From an optimization exercise on the open Yosys and OpenROAD flow, aimed at small area, a short achievable clock period and few clock cycles; shortcuts taken in it are not production practice. The RTL was checked by simulation tests, not by an equivalence proof against the original design.

==> module calc_ops, before the edit <==
module calc_ops (
    input           clk,
    input           rst,
    input  [47:0]   add_a,
    input           add_empty,
    output          add_rden,
    output [47:0]   add_c,
    output          add_wren,
    input  [47:0]   shl_a,
    input           shl_empty,
    output          shl_rden,
    output [47:0]   shl_c,
    output          shl_wren,
    input  [47:0]   mul_a,
    input           mul_empty,
    output          mul_rden,
    output [47:0]   mul_c,
    output          mul_wren
);
reg        st_idle, st_capx, st_capy, st_exec, st_iter, st_hi, st_lo;
reg  [2:0] cur;          
reg  [2:0] last;         
reg  [2:0] pend;         
reg  [2:0] rden;
reg  [2:0] wren;
reg  [2:0] it;           
wire [2:0] empty = {mul_empty, shl_empty, add_empty};
wire [2:0] popx = rden & ~empty & ~({3{st_capx}} & cur);
wire [2:0] req  = pend | popx;
wire [2:0] g_after0 = req[1] ? 3'b010 : req[2] ? 3'b100 : req[0] ? 3'b001 : 3'b000;
wire [2:0] g_after1 = req[2] ? 3'b100 : req[0] ? 3'b001 : req[1] ? 3'b010 : 3'b000;
wire [2:0] g_after2 = req[0] ? 3'b001 : req[1] ? 3'b010 : req[2] ? 3'b100 : 3'b000;
wire [2:0] gsel = last[0] ? g_after0 : last[1] ? g_after1 : g_after2;
wire [2:0] grant = st_idle ? gsel : 3'b000;
wire       go = |grant;
wire       it_last = (it == 3'd5);
always @(posedge clk) begin
    if (rst) begin
        st_idle <= 1'b1;
        st_capx <= 1'b0;
        st_capy <= 1'b0;
        st_exec <= 1'b0;
        st_iter <= 1'b0;
        st_hi   <= 1'b0;
        st_lo   <= 1'b0;
        cur     <= 3'b000;
        last    <= 3'b100;
        pend    <= 3'b000;
        rden    <= 3'b111;
        wren    <= 3'b000;
        it      <= 3'd0;
    end else begin
        st_idle <= (st_idle & ~go) | st_exec | st_lo;
        st_capx <= go;
        st_capy <= st_capx;
        st_exec <= st_capy & ~cur[2];
        st_iter <= (st_capy & cur[2]) | (st_iter & ~it_last);
        st_hi   <= st_iter & it_last;
        st_lo   <= st_hi;
        it      <= st_iter ? it + 3'd1 : 3'd0;
        if (go) begin
            cur  <= grant;
            last <= grant;
        end
        pend <= (pend | popx) & ~grant;
        rden <= ~((pend | popx) & ~grant);
        wren <= cur & {3{st_exec | st_hi | st_lo}};
    end
end
assign add_rden = rden[0];
assign shl_rden = rden[1];
assign mul_rden = rden[2];
assign add_wren = wren[0];
assign shl_wren = wren[1];
assign mul_wren = wren[2];
wire [47:0] a_sel = ({48{cur[0]}} & add_a) | ({48{cur[1]}} & shl_a) | ({48{cur[2]}} & mul_a);
reg  [47:0] x;           
reg  [47:0] y;           
reg  [51:0] s, c;        
reg  [7:0]  sb, cb;      
reg         cy;          
reg         negp;
reg  [11:0] bd;          
reg  [11:0] bdn;         
reg         it0;         
reg  [3:0]  sh_o1;       
reg  [3:0]  sh_o2;       
reg  [2:0]  sh_o3;       
reg         sel_lo;      
reg         sel_sum;     
reg  [47:0] acc;         
function [2:0] benc(input y2, input y1, input y0);
    benc = {y2 & ~(y1 & y0),
            (y2 & ~y1 & ~y0) | (~y2 & y1 & y0),
            y1 ^ y0};
endfunction
function [11:0] bdig(input [9:0] v);
    bdig = {benc(v[9], v[8], v[7]), benc(v[7], v[6], v[5]), benc(v[5], v[4], v[3]),
            benc(v[3], v[2], v[1])};
endfunction
wire [51:0] s_n, c_n;
wire [7:0]  sb_n, cb_n;
wire        negp_n;
mul u_mul (
    .x      (x),
    .bd     (bd),
    .bdn    (bdn),
    .negp   (negp),
    .s      (s),
    .c      (c),
    .s_n    (s_n),
    .c_n    (c_n),
    .sb     (sb_n),
    .cb     (cb_n),
    .negp_n (negp_n)
);
wire [55:0] sum;
adder u_adder (
    .a   ({s[47:0], sb}),
    .b   ({c[47:0], cb}),
    .ci  (cy),
    .sum (sum)
);
wire [9:0] lo_t = {1'b0, sb, 1'b1} + {1'b0, cb, cy};
wire [8:0] lo_byte = lo_t[9:1];    
wire [47:0] shl_res;
shift u_shift (
    .a  (c[47:0]),
    .o1 (sh_o1),
    .o2 (sh_o2),
    .o3 (sh_o3),
    .c  (shl_res)
);
wire shl_big = (|a_sel[47:6]) | (a_sel[5] & a_sel[4]);    
wire shl_go  = st_capy & cur[1] & ~shl_big;
always @(posedge clk) begin
    if (st_capx)
        x <= a_sel;
    if (st_capy) begin
        y  <= a_sel;
        bd <= bdig(a_sel[9:0]);
        bdn <= ~bdig(a_sel[9:0]);
        s  <= cur[2] ? {4'd0, x & {48{a_sel[0]}}} : {4'd0, a_sel};
        c  <= cur[2] ? {~a_sel[1], a_sel[1], a_sel[1], ~x & {48{a_sel[1]}}, a_sel[1]}
                     : {4'd0, x};
        negp <= a_sel[1];
        sb <= 8'd0;
        cb <= 8'd0;
        cy <= 1'b0;
    end else begin
        y  <= {it0 ? 8'd0 : lo_byte[7:0], y[47:8]};
        bd <= bdig(y[17:8]);
        bdn <= ~bdig(y[17:8]);
        s  <= s_n;
        c  <= c_n;
        sb <= sb_n;
        cb <= cb_n;
        cy <= it0 ? 1'b0 : lo_byte[8];
        negp <= negp_n;
    end
    it0    <= st_capy;
    sh_o1 <= {a_sel[1:0] == 2'd3, a_sel[1:0] == 2'd2, a_sel[1:0] == 2'd1, a_sel[1:0] == 2'd0};
    sh_o2 <= {a_sel[3:2] == 2'd3, a_sel[3:2] == 2'd2, a_sel[3:2] == 2'd1, a_sel[3:2] == 2'd0};
    sh_o3 <= {3{shl_go}} & {a_sel[5:4] == 2'd2, a_sel[5:4] == 2'd1, a_sel[5:4] == 2'd0};
    sel_lo  <= st_hi;
    sel_sum <= ~(st_capy & cur[1]) & ~st_hi;
    acc <= ({48{sel_lo}} & y) | shl_res | ({48{sel_sum}} & sum[55:8]);
end
assign add_c = acc;
assign shl_c = acc;
assign mul_c = acc;
endmodule
Settings: LEC_CHECK=0, CAP_MARGIN=20, CORE_MARGIN=2, CORE_UTILIZATION=60, SLEW_MARGIN=20, TNS_END_PERCENT=0; clock period 11.0 ns.
standard.sh (not shown) runs the stock make flow with config.mk's settings and CLKGATE_MAP_FILE= SYNTH_SCRIPT=/design/flow/synth_recipe.tcl, a recipe that flattens the netlist after the stock synthesis.
==> flow/flow/run.sh <==
#!/bin/bash
# Own layout flow: the standard ORFS flow, with the port buffers made of
# sky130_fd_sc_hd__buf_1, a clock tree of fewer, larger leaf clusters and
# timing repair aimed below the clock period (the SDC and the clock period
# are unchanged).  make's full output goes to flow_make.log; ORFS keeps each
# step's log under orfs/logs.
set -euo pipefail
MARGIN=${MARGIN:-8.0}
bash standard.sh \
  "BUFFER_PORTS_ARGS=-buffer_cell sky130_fd_sc_hd__buf_1" \
  "CTS_ARGS=-sink_clustering_enable -repair_clock_nets -sink_clustering_size 20 -sink_clustering_max_diameter 80 -buf_list sky130_fd_sc_hd__clkbuf_16 -dont_use_dummy_load" \
  "SETUP_SLACK_MARGIN=$MARGIN" \
  finish > flow_make.log 2>&1
Testbench counts at the start, summed over its fixed seeds: cycles 13,821.
Change:
--- a/flow/design.v
+++ b/flow/design.v
@@ -971,8 +971,9 @@
 reg         it0;         
 reg  [3:0]  sh_o1;       
 reg  [3:0]  sh_o2;       
 reg  [2:0]  sh_o3;       
+reg         sh_bh, sh_bl;    
 reg         sel_lo;      
 reg         sel_sum;     
 reg  [47:0] acc;         
 function [2:0] benc(input y2, input y1, input y0);
@@ -1013,13 +1014,12 @@
 shift u_shift (
     .a  (c[47:0]),
     .o1 (sh_o1),
     .o2 (sh_o2),
-    .o3 (sh_o3),
+    .o3 (sh_o3 & {3{~(sh_bh | sh_bl)}}),    
     .c  (shl_res)
 );
-wire shl_big = (|a_sel[47:6]) | (a_sel[5] & a_sel[4]);    
-wire shl_go  = st_capy & cur[1] & ~shl_big;
+wire shl_go = st_capy & cur[1];
 always @(posedge clk) begin
     if (st_capx)
         x <= a_sel;
     if (st_capy) begin
@@ -1047,8 +1047,10 @@
     it0    <= st_capy;
     sh_o1 <= {a_sel[1:0] == 2'd3, a_sel[1:0] == 2'd2, a_sel[1:0] == 2'd1, a_sel[1:0] == 2'd0};
     sh_o2 <= {a_sel[3:2] == 2'd3, a_sel[3:2] == 2'd2, a_sel[3:2] == 2'd1, a_sel[3:2] == 2'd0};
     sh_o3 <= {3{shl_go}} & {a_sel[5:4] == 2'd2, a_sel[5:4] == 2'd1, a_sel[5:4] == 2'd0};
+    sh_bh <= |a_sel[47:27];
+    sh_bl <= |a_sel[26:6];
     sel_lo  <= st_hi;
     sel_sum <= ~(st_capy & cur[1]) & ~st_hi;
     acc <= ({48{sel_lo}} & y) | shl_res | ({48{sel_sum}} & sum[55:8]);
 end
Effect:
- final area fell by 3.0%
- cell count fell by about 1.1%
- routed wire length fell by 1.4%
- die area rose by about 0.9%
Testbench counts after the change, summed over its fixed seeds: cycles 13,821.

---

calc_ops, a different RTL version from the one above (not shown whole).
For scale: roughly 2900 cells after synthesis, roughly 330 flip-flops, about 300 I/O pins, roughly 26000 µm² of cells after synthesis.
==> flow/config.mk <==
export PLATFORM = sky130hd
export DESIGN_NAME = calc_ops
export DESIGN_NICKNAME = calc_ops
export VERILOG_FILES = /design/flow/design.v
export SDC_FILE = /design/flow/constraint.sdc
export NUM_CORES = 4
export LEC_CHECK = 0
export CAP_MARGIN = 20
export CORE_MARGIN = 2
export CORE_UTILIZATION = 60
export SLEW_MARGIN = 20
export TNS_END_PERCENT = 0
==> flow/constraint.sdc <==
create_clock -name core_clock -period 11.0 [get_ports {clk}]
set_input_delay 2.2000 -clock core_clock [delete_from_list [all_inputs] [get_ports {clk}]]
set_output_delay 2.2000 -clock core_clock [all_outputs]
set_load 0.01 [all_outputs]
Scripts as last shown in full above: flow/flow/run.sh
Testbench counts at the start, summed over its fixed seeds: cycles 13,821.
Next try:
--- a/flow/design.v
+++ b/flow/design.v
@@ -19,20 +19,18 @@
     wire [47:0] t2 = ({48{o2[0]}} & t1)        | ({48{o2[1]}} & (t1 << 4)) |
                      ({48{o2[2]}} & (t1 << 8)) | ({48{o2[3]}} & (t1 << 12));
     assign c = ({48{o3[0]}} & t2) | ({48{o3[1]}} & (t2 << 16)) | ({48{o3[2]}} & (t2 << 32));
 endmodule
 module mul (
     input  [47:0] x,         
     input  [11:0] bd,        
     input  [11:0] bdn,       
     input         negp,      
-    input         it0,       
-    input  [1:0]  y01,       
     input  [51:0] s,
     input  [51:0] c,
     output [51:0] s_n,       
     output [51:0] c_n,
     output [7:0]  sb,        
     output [7:0]  cb,
     output        negp_n
 );
     function [49:0] brow(input [2:0] e, input [2:0] eh, input [47:0] xx);
@@ -46,21 +44,21 @@
     wire [2:0] e1 = bd[2:0];
     wire [2:0] e2 = bd[5:3];
     wire [2:0] e3 = bd[8:6];
     wire [2:0] e4 = bd[11:9];
     wire [11:0] bh = ~bdn;
     wire [49:0] r1 = brow(e1, bh[2:0], x);
     wire [49:0] r2 = brow(e2, bh[5:3], x);
     wire [49:0] r3 = brow(e3, bh[8:6], x);
     wire [49:0] r4 = brow(e4, bh[11:9], x);
-    wire [51:0] a_s = it0 ? {4'd0, x & {48{y01[0]}}} : s;
-    wire [51:0] b_s = it0 ? {~y01[1], y01[1], y01[1], ~x & {48{y01[1]}}, y01[1]} : c;
-    wire nb0 = it0 ? y01[1] : negp;
+    wire [51:0] a_s = s;
+    wire [51:0] b_s = c;
+    wire nb0 = negp;
     wire n1 = e1[2];
     wire n2 = e2[2];
     wire n3 = e3[2];
     assign negp_n = e4[2];
     wire hs0;
     wire hc0;
     wire hs1;
     wire hc1;
     wire fs2;
@@ -968,19 +966,18 @@
 reg  [7:0]  sb, cb;      
 reg         cy;          
 reg         negp;
 reg  [11:0] bd;          
 reg  [11:0] bdn;         
 reg         it0;         
 reg  [3:0]  sh_o1;       
 reg  [3:0]  sh_o2;       
 reg  [2:0]  sh_o3;       
-reg         sh_bh, sh_bl;    
 reg         sel_lo;      
 reg         sel_sum;     
 reg  [47:0] acc;         
 function [2:0] benc(input y2, input y1, input y0);
     benc = {y2 & ~(y1 & y0),
             (y2 & ~y1 & ~y0) | (~y2 & y1 & y0),
             y1 ^ y0};
 endfunction
 function [11:0] bdig(input [9:0] v);
@@ -988,20 +985,18 @@
             benc(v[3], v[2], v[1])};
 endfunction
 wire [51:0] s_n, c_n;
 wire [7:0]  sb_n, cb_n;
 wire        negp_n;
 mul u_mul (
     .x      (x),
     .bd     (bd),
     .bdn    (bdn),
-    .it0    (it0),
-    .y01    (y[1:0]),
     .negp   (negp),
     .s      (s),
     .c      (c),
     .s_n    (s_n),
     .c_n    (c_n),
     .sb     (sb_n),
     .cb     (cb_n),
     .negp_n (negp_n)
 );
@@ -1010,53 +1005,54 @@
     .a   ({s[47:0], sb}),
     .b   ({c[47:0], cb}),
     .ci  (cy),
     .sum (sum)
 );
 wire [9:0] lo_t = {1'b0, sb, 1'b1} + {1'b0, cb, cy};
 wire [8:0] lo_byte = lo_t[9:1];    
 wire [47:0] shl_res;
 shift u_shift (
-    .a  (c[47:0]),
+    .a  (x),
     .o1 (sh_o1),
     .o2 (sh_o2),
-    .o3 (sh_o3 & {3{~(sh_bh | sh_bl)}}),    
+    .o3 (sh_o3),
     .c  (shl_res)
 );
-wire shl_go = st_capy & cur[1];
+wire shl_big = (|a_sel[47:6]) | (a_sel[5] & a_sel[4]);    
+wire shl_go  = st_capy & cur[1] & ~shl_big;
 always @(posedge clk) begin
     if (st_capx)
         x <= a_sel;
     if (st_capy) begin
         y  <= a_sel;
         bd <= bdig(a_sel[9:0]);
         bdn <= ~bdig(a_sel[9:0]);
-        s  <= {4'd0, a_sel};
-        c  <= {4'd0, x};
+        s  <= cur[2] ? {4'd0, x & {48{a_sel[0]}}} : {4'd0, a_sel};
+        c  <= cur[2] ? {~a_sel[1], a_sel[1], a_sel[1], ~x & {48{a_sel[1]}}, a_sel[1]}
+                     : {4'd0, x};
+        negp <= a_sel[1];
         sb <= 8'd0;
         cb <= 8'd0;
         cy <= 1'b0;
     end else begin
         y  <= {it0 ? 8'd0 : lo_byte[7:0], y[47:8]};
         bd <= bdig(y[17:8]);
         bdn <= ~bdig(y[17:8]);
         s  <= s_n;
         c  <= c_n;
         sb <= sb_n;
         cb <= cb_n;
         cy <= it0 ? 1'b0 : lo_byte[8];
+        negp <= negp_n;
     end
-    negp <= negp_n;
     it0    <= st_capy;
     sh_o1 <= {a_sel[1:0] == 2'd3, a_sel[1:0] == 2'd2, a_sel[1:0] == 2'd1, a_sel[1:0] == 2'd0};
     sh_o2 <= {a_sel[3:2] == 2'd3, a_sel[3:2] == 2'd2, a_sel[3:2] == 2'd1, a_sel[3:2] == 2'd0};
     sh_o3 <= {3{shl_go}} & {a_sel[5:4] == 2'd2, a_sel[5:4] == 2'd1, a_sel[5:4] == 2'd0};
-    sh_bh <= |a_sel[47:27];
-    sh_bl <= |a_sel[26:6];
     sel_lo  <= st_hi;
     sel_sum <= ~(st_capy & cur[1]) & ~st_hi;
     acc <= ({48{sel_lo}} & y) | shl_res | ({48{sel_sum}} & sum[55:8]);
 end
 assign add_c = acc;
 assign shl_c = acc;
 assign mul_c = acc;
 endmodule
Effect:
- The new run completed without violations
- global-route usage rises by 2.4 points
- final area is about the same
- fmax falls by about 0.9%
- area after synthesis decreases by about 0.46%
- routed wire length rises by about 6%
Testbench counts after the change, summed over its fixed seeds: cycles 13,821.

-- separate check: timing with driven ports --
In the flow no input, the clock included, has a driving cell. The finished layouts below were timed again as built, in two steps. Step 1: set_driving_cell puts a clkbuf_16 on clk and a buf_2 on each other input, an assumption about the parent block. Step 2 adds t to the input delays and takes it off the output delays; t is the mean of the earliest and latest rising clock arrival at the registers after step 1. Input paths then give back, and output paths get back, about the clock's delay inside the block. Three values: ideal ports, drivers, drivers and shift; two values: the first two.
run | shift t [ns] | setup WS [ns] | worst register clock-pin slew, ns
the first run of note 1 | 0.615 | 7.702 / 7.701 / 7.125 | 0.09 / 0.09
the second run of note 1 | 0.635 | 7.492 / 7.492 / 6.900 | 0.09 / 0.09
the first run of note 2 | 0.624 | 7.744 / 7.691 / 7.157 | 0.09 / 0.09
the second run of note 2 | 0.639 | 7.714 / 7.657 / 7.111 | 0.09 / 0.09
After both steps every run listed still meets setup and hold. The setup slack of the second run of note 2, which loses most, moves by -0.057 ns with the drivers and by -0.603 ns with both steps.
